From an optimization exercise on the open Yosys and OpenROAD flow, aimed at small area; shortcuts taken in it are not production practice.
In this exercise RTL edits were held to simulation tests only and were not proved equivalent to the original.
No driver is modelled on the clock port, so clocking that relies on it looks cheaper here than on a real chip.
Power figures rest on the tool's default switching activity, not on a simulated workload.

Design firp, start of the top module:
module firp(
  input clock,
  input reset,
  output done,
  input start,
  input wire [15:0] input_sample,
  output [15:0] output_sample2);
Size in the first run: ~340 flip-flops, about 36 I/O pins.
clock: 20.0 ns
lec_check: 0
cap_margin: 0
core_margin: 2
core_utilization: 70
slew_margin: 0
synth_hierarchical: 1
synth_minimum_keep_size: 0
standard.sh (not shown) runs the stock make flow with config.mk's settings and CLKGATE_MAP_FILE= SYNTH_SCRIPT=/design/flow/synth_recipe.tcl, a recipe that flattens the netlist after the stock synthesis.
==> flow/flow/run.sh <==
#!/bin/bash
# The standard layout (bash standard.sh) with two changes:
#  - ports get the smallest buffer (buf_1) instead of the delay buffer that
#    buffer_ports picks by default; every port is still buffered;
#  - clock tree: clkbuf_8 buffers, sink clusters of at most 19 flip-flops,
#    and no dummy loads.
# make's full output goes to flow_make.log here; each ORFS step also keeps its
# own log under orfs/logs/.
set -euo pipefail
export BUFFER_PORTS_ARGS="-buffer_cell sky130_fd_sc_hd__buf_1"
export CTS_ARGS="-sink_clustering_enable -repair_clock_nets -sink_clustering_size 19 -sink_clustering_max_diameter 100 -buf_list sky130_fd_sc_hd__clkbuf_8 -dont_use_dummy_load"
bash standard.sh > flow_make.log 2>&1
The starting point ran to the end with no violations.
Change:
--- a/flow/flow/run.sh
+++ b/flow/flow/run.sh
@@ -5 +5 @@
-#  - clock tree: clkbuf_8 buffers, sink clusters of at most 19 flip-flops,
+#  - clock tree: clkbuf_8 buffers, sink clusters of at most 21 flip-flops within 45 um,
@@ -11 +11 @@
-export CTS_ARGS="-sink_clustering_enable -repair_clock_nets -sink_clustering_size 19 -sink_clustering_max_diameter 100 -buf_list sky130_fd_sc_hd__clkbuf_8 -dont_use_dummy_load"
+export CTS_ARGS="-sink_clustering_enable -repair_clock_nets -sink_clustering_size 21 -sink_clustering_max_diameter 45 -buf_list sky130_fd_sc_hd__clkbuf_8 -dont_use_dummy_load"
Worst setup slack gains 25 ps.
Via count climbs by 1.3%.
Design area rises by 0.43%.
Clock skew grows by 39 ps.
Critical path depth is unchanged.
Power climbs by 1.0%.
Synthesized area stays the same.
Die area does not change.
Count of clock-buffer cells in the layout is higher by 3.
Non-clock buffer count does not change.
Clock power went up by about 6%.
Change:
--- a/flow/flow/run.sh
+++ b/flow/flow/run.sh
@@ -5 +5 @@
-#  - clock tree: clkbuf_8 buffers, sink clusters of at most 21 flip-flops within 45 um,
+#  - clock tree: clkbuf_16 at the sink clusters (at most 34 flip-flops), clkbuf_4 above,
@@ -11 +11 @@
-export CTS_ARGS="-sink_clustering_enable -repair_clock_nets -sink_clustering_size 21 -sink_clustering_max_diameter 45 -buf_list sky130_fd_sc_hd__clkbuf_8 -dont_use_dummy_load"
+export CTS_ARGS='-sink_clustering_enable -repair_clock_nets -sink_clustering_size 34 -sink_clustering_max_diameter 100 -buf_list {sky130_fd_sc_hd__clkbuf_16} -sink_clustering_buffer sky130_fd_sc_hd__clkbuf_16 -root_buf sky130_fd_sc_hd__clkbuf_4 -tree_buf sky130_fd_sc_hd__clkbuf_4 -dont_use_dummy_load'
CORE_UTILIZATION = 75   (was 70)
What happened: The changed run completed with no timing, DRC or antenna violations; sequential share of layout area increases by 0.66 points; non-clock buffer count is unchanged; maximum frequency came out lower by 2.7%.
Change:
--- a/flow/flow/run.sh
+++ b/flow/flow/run.sh
@@ -11 +11 @@
-export CTS_ARGS='-sink_clustering_enable -repair_clock_nets -sink_clustering_size 34 -sink_clustering_max_diameter 100 -buf_list {sky130_fd_sc_hd__clkbuf_16} -sink_clustering_buffer sky130_fd_sc_hd__clkbuf_16 -root_buf sky130_fd_sc_hd__clkbuf_4 -tree_buf sky130_fd_sc_hd__clkbuf_4 -dont_use_dummy_load'
+export CTS_ARGS='-sink_clustering_enable -repair_clock_nets -sink_clustering_size 34 -sink_clustering_max_diameter 70 -buf_list {sky130_fd_sc_hd__clkbuf_16} -sink_clustering_buffer sky130_fd_sc_hd__clkbuf_16 -root_buf sky130_fd_sc_hd__clkbuf_4 -tree_buf sky130_fd_sc_hd__clkbuf_4 -dont_use_dummy_load'
CORE_UTILIZATION = 70   (was 75)
Wire length went down by 11%. Fmax went up by 1.8%. Power went down by 0.52%.

========
firp, a different RTL version from the one above (not shown whole).
For scale: ~530 cells after synthesis, ~340 flip-flops, roughly 36 I/O pins, roughly 9100 um^2 of cells after synthesis.
==> flow/config.mk <==
export PLATFORM = sky130hd
export DESIGN_NAME = firp
export DESIGN_NICKNAME = firp
export VERILOG_FILES = /design/flow/design.v
export SDC_FILE = /design/flow/constraint.sdc
export NUM_CORES = 4
export LEC_CHECK = 0
export CAP_MARGIN = 0
export CORE_MARGIN = 2
export CORE_UTILIZATION = 70
export SLEW_MARGIN = 0
export SYNTH_HIERARCHICAL = 1
export SYNTH_MINIMUM_KEEP_SIZE = 0
==> flow/constraint.sdc <==
create_clock -name core_clock -period 20.0 [get_ports {clock}]
set_input_delay 4.0000 -clock core_clock [delete_from_list [all_inputs] [get_ports {clock}]]
set_output_delay 4.0000 -clock core_clock [all_outputs]
set_load 0.01 [all_outputs]
==> flow/flow/run.sh <==
#!/bin/bash
# The standard layout (bash standard.sh) with two changes:
#  - ports get the smallest buffer (buf_1) instead of the delay buffer that
#    buffer_ports picks by default; every port is still buffered;
#  - clock tree: clkbuf_8 buffers, sink clusters of at most 19 flip-flops,
#    and no dummy loads.
# make's full output goes to flow_make.log here; each ORFS step also keeps its
# own log under orfs/logs/.
set -euo pipefail
export BUFFER_PORTS_ARGS="-buffer_cell sky130_fd_sc_hd__buf_1"
export CTS_ARGS="-sink_clustering_enable -repair_clock_nets -sink_clustering_size 19 -sink_clustering_max_diameter 100 -buf_list sky130_fd_sc_hd__clkbuf_8 -dont_use_dummy_load"
bash standard.sh > flow_make.log 2>&1
Next try:
CAP_MARGIN = 20   (was 0)
SLEW_MARGIN = 20   (was 0)
Synthesized area does not change.
Cell area is about the same.
Worst hold slack is about the same.
Die area does not change.
Setup slack improves by 480 ps.
Via count is higher by 0.42%.
Utilization is higher by 0.22 points.
Non-clock buffer count is higher by 1.
Total power stays flat.
Clock-buffer cell count stays the same.

========
## build 53
firp, a different RTL version from the one above (not shown whole).
Size: ~540 cells after synthesis, ~340 flip-flops.
==> flow/config.mk <==
export PLATFORM = sky130hd
export DESIGN_NAME = firp
export DESIGN_NICKNAME = firp
export VERILOG_FILES = /design/flow/design.v
export SDC_FILE = /design/flow/constraint.sdc
export NUM_CORES = 4
export LEC_CHECK = 0
export CAP_MARGIN = 0
export CORE_MARGIN = 2
export CORE_UTILIZATION = 75
export SLEW_MARGIN = 0
export SYNTH_HIERARCHICAL = 1
export SYNTH_MINIMUM_KEEP_SIZE = 0
==> flow/constraint.sdc <==
create_clock -name core_clock -period 20.0 [get_ports {clock}]
set_input_delay 4.0000 -clock core_clock [delete_from_list [all_inputs] [get_ports {clock}]]
set_output_delay 4.0000 -clock core_clock [all_outputs]
set_load 0.01 [all_outputs]
==> flow/flow/run.sh <==
#!/bin/bash
# The standard layout (bash standard.sh) with three changes:
#  - ports get the smallest buffer (buf_1) instead of the delay buffer that
#    buffer_ports picks by default; every port is still buffered;
#  - clock tree: sink clusters of at most 32 flip-flops, clkbuf_8 buffers
#    above them, and no dummy loads;
#  - after CTS, flow/swap_clock.tcl turns the root buffer and the sink-cluster
#    buffers into inverters (two inversions on every clock path), then the
#    standard flow continues from the changed 4_cts.odb.
# make's full output goes to flow_make_cts.log and flow_make.log, the
# swap's to swap_clock.log, here; each ORFS step also keeps its
# own log under orfs/logs/.
set -euo pipefail
export BUFFER_PORTS_ARGS="-buffer_cell sky130_fd_sc_hd__buf_1"
export CTS_ARGS='-sink_clustering_enable -repair_clock_nets -sink_clustering_size 32 -sink_clustering_max_diameter 100 -buf_list {sky130_fd_sc_hd__clkbuf_16} -sink_clustering_buffer sky130_fd_sc_hd__clkbuf_16 -root_buf sky130_fd_sc_hd__clkbuf_8 -tree_buf sky130_fd_sc_hd__clkbuf_8 -dont_use_dummy_load'
bash standard.sh cts > flow_make_cts.log 2>&1
res=orfs/results/sky130hd/firp/base
ODB=$res/4_cts.odb SDC=$res/4_cts.sdc OUT_ODB=$res/4_cts.odb \
  openroad -no_splash -exit flow/swap_clock.tcl > swap_clock.log 2>&1
bash standard.sh > flow_make.log 2>&1
==> flow/flow/swap_clock.tcl <==
# After CTS: the root buffer (clkbuf_8) becomes an inverter (clkinv_2) and each
# leaf buffer (clkbuf_16) becomes an inverter (inv_12), which drives as well at
# two thirds of the area. Every path from the clock port to a flip-flop passes
# the root, the middle buffers and one leaf: two inversions, so every flip-flop
# still sees the clock's rising edge. The middle buffers are clkbuf_8 (chosen
# in CTS) so that the leaf inverters get sharp input edges.
# usage: ODB=... SDC=... OUT_ODB=... openroad -exit swap_clock.tcl (FLOW_HOME set)
read_db $::env(ODB)
read_liberty $::env(FLOW_HOME)/platforms/sky130hd/lib/sky130_fd_sc_hd__tt_025C_1v80.lib
read_sdc $::env(SDC)
source $::env(FLOW_HOME)/platforms/sky130hd/setRC.tcl
set db [ord::get_db]
set block [ord::get_db_block]

proc replace_inst {inst mname inpin outpin} {
  global db block
  set master [$db findMaster $mname]
  set name [$inst getName]
  set loc [$inst getLocation]
  set orient [$inst getOrient]
  set oldm [$inst getMaster]
  set innet [[$inst findITerm A] getNet]
  set outnet [[$inst findITerm X] getNet]
  odb::dbInst_destroy $inst
  set ni [odb::dbInst_create $block $master $name]
  $ni setOrient $orient
  $ni setLocation [lindex $loc 0] [lindex $loc 1]
  $ni setPlacementStatus PLACED
  $ni setSourceType TIMING
  [$ni findITerm A] connect $innet
  [$ni findITerm $outpin] connect $outnet
  puts "replaced $name [$oldm getName] -> $mname"
}

# classify the clock buffers by what they drive
set root {}; set mids {}; set leaves {}
foreach inst [$block getInsts] {
  set m [[$inst getMaster] getName]
  if {![string match "sky130_fd_sc_hd__clkbuf_*" $m]} continue
  set out [[$inst findITerm X] getNet]
  set drives_ff 0; set drives_buf 0
  foreach it [$out getITerms] {
    if {[$it isOutputSignal]} continue
    set lm [[[$it getInst] getMaster] getName]
    if {[string match "*clkbuf*" $lm]} { set drives_buf 1 } else { set drives_ff 1 }
  }
  set in [[$inst findITerm A] getNet]
  set from_port [expr {[llength [$in getBTerms]] > 0}]
  if {$from_port} { lappend root $inst } elseif {$drives_ff} { lappend leaves $inst } else { lappend mids $inst }
}
puts "root [llength $root] mids [llength $mids] leaves [llength $leaves]"
if {[llength $root] != 1} { error "expected one root buffer" }
# every path: root -> (mids)* -> leaf; the inversions must be even on every path
foreach i $root { replace_inst $i sky130_fd_sc_hd__clkinv_2 A Y }
foreach i $leaves { replace_inst $i sky130_fd_sc_hd__inv_12 A Y }

add_global_connection -net {VDD} -inst_pattern {.*} -pin_pattern {VPWR} -power
add_global_connection -net {VDD} -inst_pattern {.*} -pin_pattern {VPB}
add_global_connection -net {VSS} -inst_pattern {.*} -pin_pattern {VGND} -ground
add_global_connection -net {VSS} -inst_pattern {.*} -pin_pattern {VNB}
global_connect
detailed_placement
check_placement -verbose
set_propagated_clock [all_clocks]
estimate_parasitics -placement
report_clock_skew
foreach inst [get_cells *] {
  set m [get_property $inst ref_name]
  if {[string match "*dfxtp*" $m] || [string match "*dfrtp*" $m] || [string match "*edfxtp*" $m] || [string match "*dfstp*" $m]} {
    set p [get_pins [get_full_name $inst]/CLK]
    lappend sl [get_property $p slew_max_rise] [get_property $p slew_max_fall]
  }
}
puts "max clk pin slew [tcl::mathfunc::max {*}$sl]"
report_worst_slack -min
report_worst_slack -max
if {[info exists ::env(OUT_ODB)]} { write_db $::env(OUT_ODB) }
Changes in build 50 relative to build 53:
- CORE_UTILIZATION: 75 -> 80
diff --git a/flow/flow/run.sh b/flow/flow/run.sh
--- a/flow/flow/run.sh
+++ b/flow/flow/run.sh
@@ -3,5 +3,5 @@
 #  - ports get the smallest buffer (buf_1) instead of the delay buffer that
 #    buffer_ports picks by default; every port is still buffered;
-#  - clock tree: sink clusters of at most 32 flip-flops, clkbuf_8 buffers
+#  - clock tree: sink clusters of at most 32 flip-flops, clkbuf_16 buffers
 #    above them, and no dummy loads;
 #  - after CTS, flow/swap_clock.tcl turns the root buffer and the sink-cluster
@@ -13,5 +13,5 @@
 set -euo pipefail
 export BUFFER_PORTS_ARGS="-buffer_cell sky130_fd_sc_hd__buf_1"
-export CTS_ARGS='-sink_clustering_enable -repair_clock_nets -sink_clustering_size 32 -sink_clustering_max_diameter 100 -buf_list {sky130_fd_sc_hd__clkbuf_16} -sink_clustering_buffer sky130_fd_sc_hd__clkbuf_16 -root_buf sky130_fd_sc_hd__clkbuf_8 -tree_buf sky130_fd_sc_hd__clkbuf_8 -dont_use_dummy_load'
+export CTS_ARGS='-sink_clustering_enable -repair_clock_nets -sink_clustering_size 32 -sink_clustering_max_diameter 100 -buf_list {sky130_fd_sc_hd__clkbuf_16} -sink_clustering_buffer sky130_fd_sc_hd__clkbuf_16 -root_buf sky130_fd_sc_hd__clkbuf_16 -tree_buf sky130_fd_sc_hd__clkbuf_16 -dont_use_dummy_load'
 bash standard.sh cts > flow_make_cts.log 2>&1
 res=orfs/results/sky130hd/firp/base
diff --git a/flow/flow/swap_clock.tcl b/flow/flow/swap_clock.tcl
--- a/flow/flow/swap_clock.tcl
+++ b/flow/flow/swap_clock.tcl
@@ -1,7 +1,7 @@
-# After CTS: the root buffer (clkbuf_8) becomes an inverter (clkinv_2) and each
+# After CTS: the root buffer (clkbuf_16) becomes an inverter (clkinv_2) and each
 # leaf buffer (clkbuf_16) becomes an inverter (inv_12), which drives as well at
 # two thirds of the area. Every path from the clock port to a flip-flop passes
 # the root, the middle buffers and one leaf: two inversions, so every flip-flop
-# still sees the clock's rising edge. The middle buffers are clkbuf_8 (chosen
+# still sees the clock's rising edge. The middle buffers are clkbuf_16 (chosen
 # in CTS) so that the leaf inverters get sharp input edges.
 # usage: ODB=... SDC=... OUT_ODB=... openroad -exit swap_clock.tcl (FLOW_HOME set)
Notes after the runs:
- FAIL build 50 @ clock tree synthesis: tool exited with error
- Min starting density of the core across build 50 and build 53: build 53
- Comparing build 50 against build 53, there is no change at all in number of hold-repair buffers added at the cts stage.
- As far as complex-gate fraction of the synthesized area goes, build 53 and build 50 are indistinguishable; the numbers are identical.
- Reported for build 50 and build 53, netlist area before placement turned out identical to the last digit.
The following lists how build 49 was set up differently from build 50:
- swapping 80 for 75 in CORE_UTILIZATION
diff --git a/flow/flow/swap_clock.tcl b/flow/flow/swap_clock.tcl
--- a/flow/flow/swap_clock.tcl
+++ b/flow/flow/swap_clock.tcl
@@ -1,9 +1,2 @@
-# After CTS: the root buffer (clkbuf_16) becomes an inverter (clkinv_2) and each
-# leaf buffer (clkbuf_16) becomes an inverter (inv_12), which drives as well at
-# two thirds of the area. Every path from the clock port to a flip-flop passes
-# the root, the middle buffers and one leaf: two inversions, so every flip-flop
-# still sees the clock's rising edge. The middle buffers are clkbuf_16 (chosen
-# in CTS) so that the leaf inverters get sharp input edges.
-# usage: ODB=... SDC=... OUT_ODB=... openroad -exit swap_clock.tcl (FLOW_HOME set)
 read_db $::env(ODB)
 read_liberty $::env(FLOW_HOME)/platforms/sky130hd/lib/sky130_fd_sc_hd__tt_025C_1v80.lib
@@ -54,4 +47,12 @@
 foreach i $root { replace_inst $i sky130_fd_sc_hd__clkinv_2 A Y }
 foreach i $leaves { replace_inst $i sky130_fd_sc_hd__inv_12 A Y }
+foreach i $mids {
+  set n 0
+  foreach it [[[$i findITerm X] getNet] getITerms] { if {![$it isOutputSignal]} { incr n } }
+  if {$n <= 4} {
+    $i swapMaster [$db findMaster sky130_fd_sc_hd__clkbuf_8]
+    puts "resized [$i getName] (drives $n) -> sky130_fd_sc_hd__clkbuf_8"
+  }
+}
 
 add_global_connection -net {VDD} -inst_pattern {.*} -pin_pattern {VPWR} -power
==> notes.md <==
Build 49 | status: complete | timing, DRC, antenna: pass
For instance area after placement, build 50 and build 49 come out practically identical.
Build 49 against build 50: share of the synthesized netlist area taken by xor and xnor gates saw little to no change, number of rows created at floorplan saw an increase, number of buffers inserted during clock tree synthesis saw little to no change.
Width of the die | build 49 above build 50
Against build 50 as the reference, build 49 delivers a higher post-place setup slack.
Build 49 -> build 50: post-synthesis compound-gate area fraction delta 0, exact match
Against build 50, die height in build 49 rose by a few percent.
Summary of build 49 over build 50: I/O pin total roughly the same; routability congestion estimate from global placement lower; detailed-placement wirelength estimate lower.
diff inputs: build 49 => build 39
diff --git a/flow/flow/swap_clock.tcl b/flow/flow/swap_clock.tcl
--- a/flow/flow/swap_clock.tcl
+++ b/flow/flow/swap_clock.tcl
@@ -1,2 +1,9 @@
+# After CTS: the root buffer (clkbuf_16) becomes an inverter (clkinv_2) and each
+# leaf buffer (clkbuf_16) becomes an inverter (inv_12), which drives as well at
+# two thirds of the area. Every path from the clock port to a flip-flop passes
+# the root, the middle buffers and one leaf: two inversions, so every flip-flop
+# still sees the clock's rising edge. The middle buffers are clkbuf_16 (chosen
+# in CTS) so that the leaf inverters get sharp input edges.
+# usage: ODB=... SDC=... OUT_ODB=... openroad -exit swap_clock.tcl (FLOW_HOME set)
 read_db $::env(ODB)
 read_liberty $::env(FLOW_HOME)/platforms/sky130hd/lib/sky130_fd_sc_hd__tt_025C_1v80.lib
@@ -47,12 +54,4 @@
 foreach i $root { replace_inst $i sky130_fd_sc_hd__clkinv_2 A Y }
 foreach i $leaves { replace_inst $i sky130_fd_sc_hd__inv_12 A Y }
-foreach i $mids {
-  set n 0
-  foreach it [[[$i findITerm X] getNet] getITerms] { if {![$it isOutputSignal]} { incr n } }
-  if {$n <= 4} {
-    $i swapMaster [$db findMaster sky130_fd_sc_hd__clkbuf_8]
-    puts "resized [$i getName] (drives $n) -> sky130_fd_sc_hd__clkbuf_8"
-  }
-}
 
 add_global_connection -net {VDD} -inst_pattern {.*} -pin_pattern {VPWR} -power
==> notes.md <==
The final layout from build 39, which completed every stage, passed the timing, design-rule and antenna checks at the end of the flow.
Looking at setup slack across both flows, build 39 is the stronger of the two, with build 49 trailing.
Taking build 49 as the reference, in build 39 clock tree skew after final layout higher; wire length after detailed routing now smaller.
Via count of the first global-routing pass essentially unchanged between build 49 and build 39.
Build 39 ended with less time the final worst path needs with I/O delays and setup than build 49.
The post-route standard cell area excluding fillers was comparable across build 49 and build 39.
The final reports for build 39 and build 49 show cell-internal power higher in the former.

==> afterwards: timing with drivers on the ports <==
Ports are ideal in the flow. The routed layouts listed here were re-timed in OpenROAD. Step 1: set_driving_cell puts a clkbuf_16 on clock and a buf_2 on each other input, an assumption about the parent block. Step 2 moves the port delays by t, midway between the first and last clock arrival at a register: inputs arrive t later, outputs are due t later. That takes back most of the time a late clock gives input paths. a / b / c = ideal / step 1 / step 2; a / b = the first two.
run	t (ns)	setup slack, ns	worst setup path at the end	latest minus earliest clock arrival (ns)	worst slew at a driven data input, ns
the first run of note 1	0.540	6.523 / 6.486 / 7.026	register to output	0.068 / 0.068	0.03
the second run of note 1	0.552	6.548 / 6.511 / 7.063	register to output	0.093 / 0.093	0.03
the third run of note 1	0.618	6.170 / 6.134 / 6.752	register to output	0.065 / 0.064	0.04
the fourth run of note 1	0.640	6.408 / 6.374 / 7.014	register to output	0.054 / 0.054	0.03
the first run of note 2	0.544	6.558 / 6.522 / 7.066	register to output	0.042 / 0.042	0.04
the second run of note 2	0.544	7.041 / 7.005 / 7.549	register to output	0.044 / 0.043	0.04
build 53	0.520	6.899 / 6.865 / 7.385	register to output	0.110 / 0.110	0.05
build 49	0.504	6.847 / 6.808 / 7.311	register to output	0.030 / 0.029	0.05
build 39	0.504	6.900 / 6.862 / 7.365	register to output	0.071 / 0.071	0.05
After both steps every run listed still meets setup and hold.
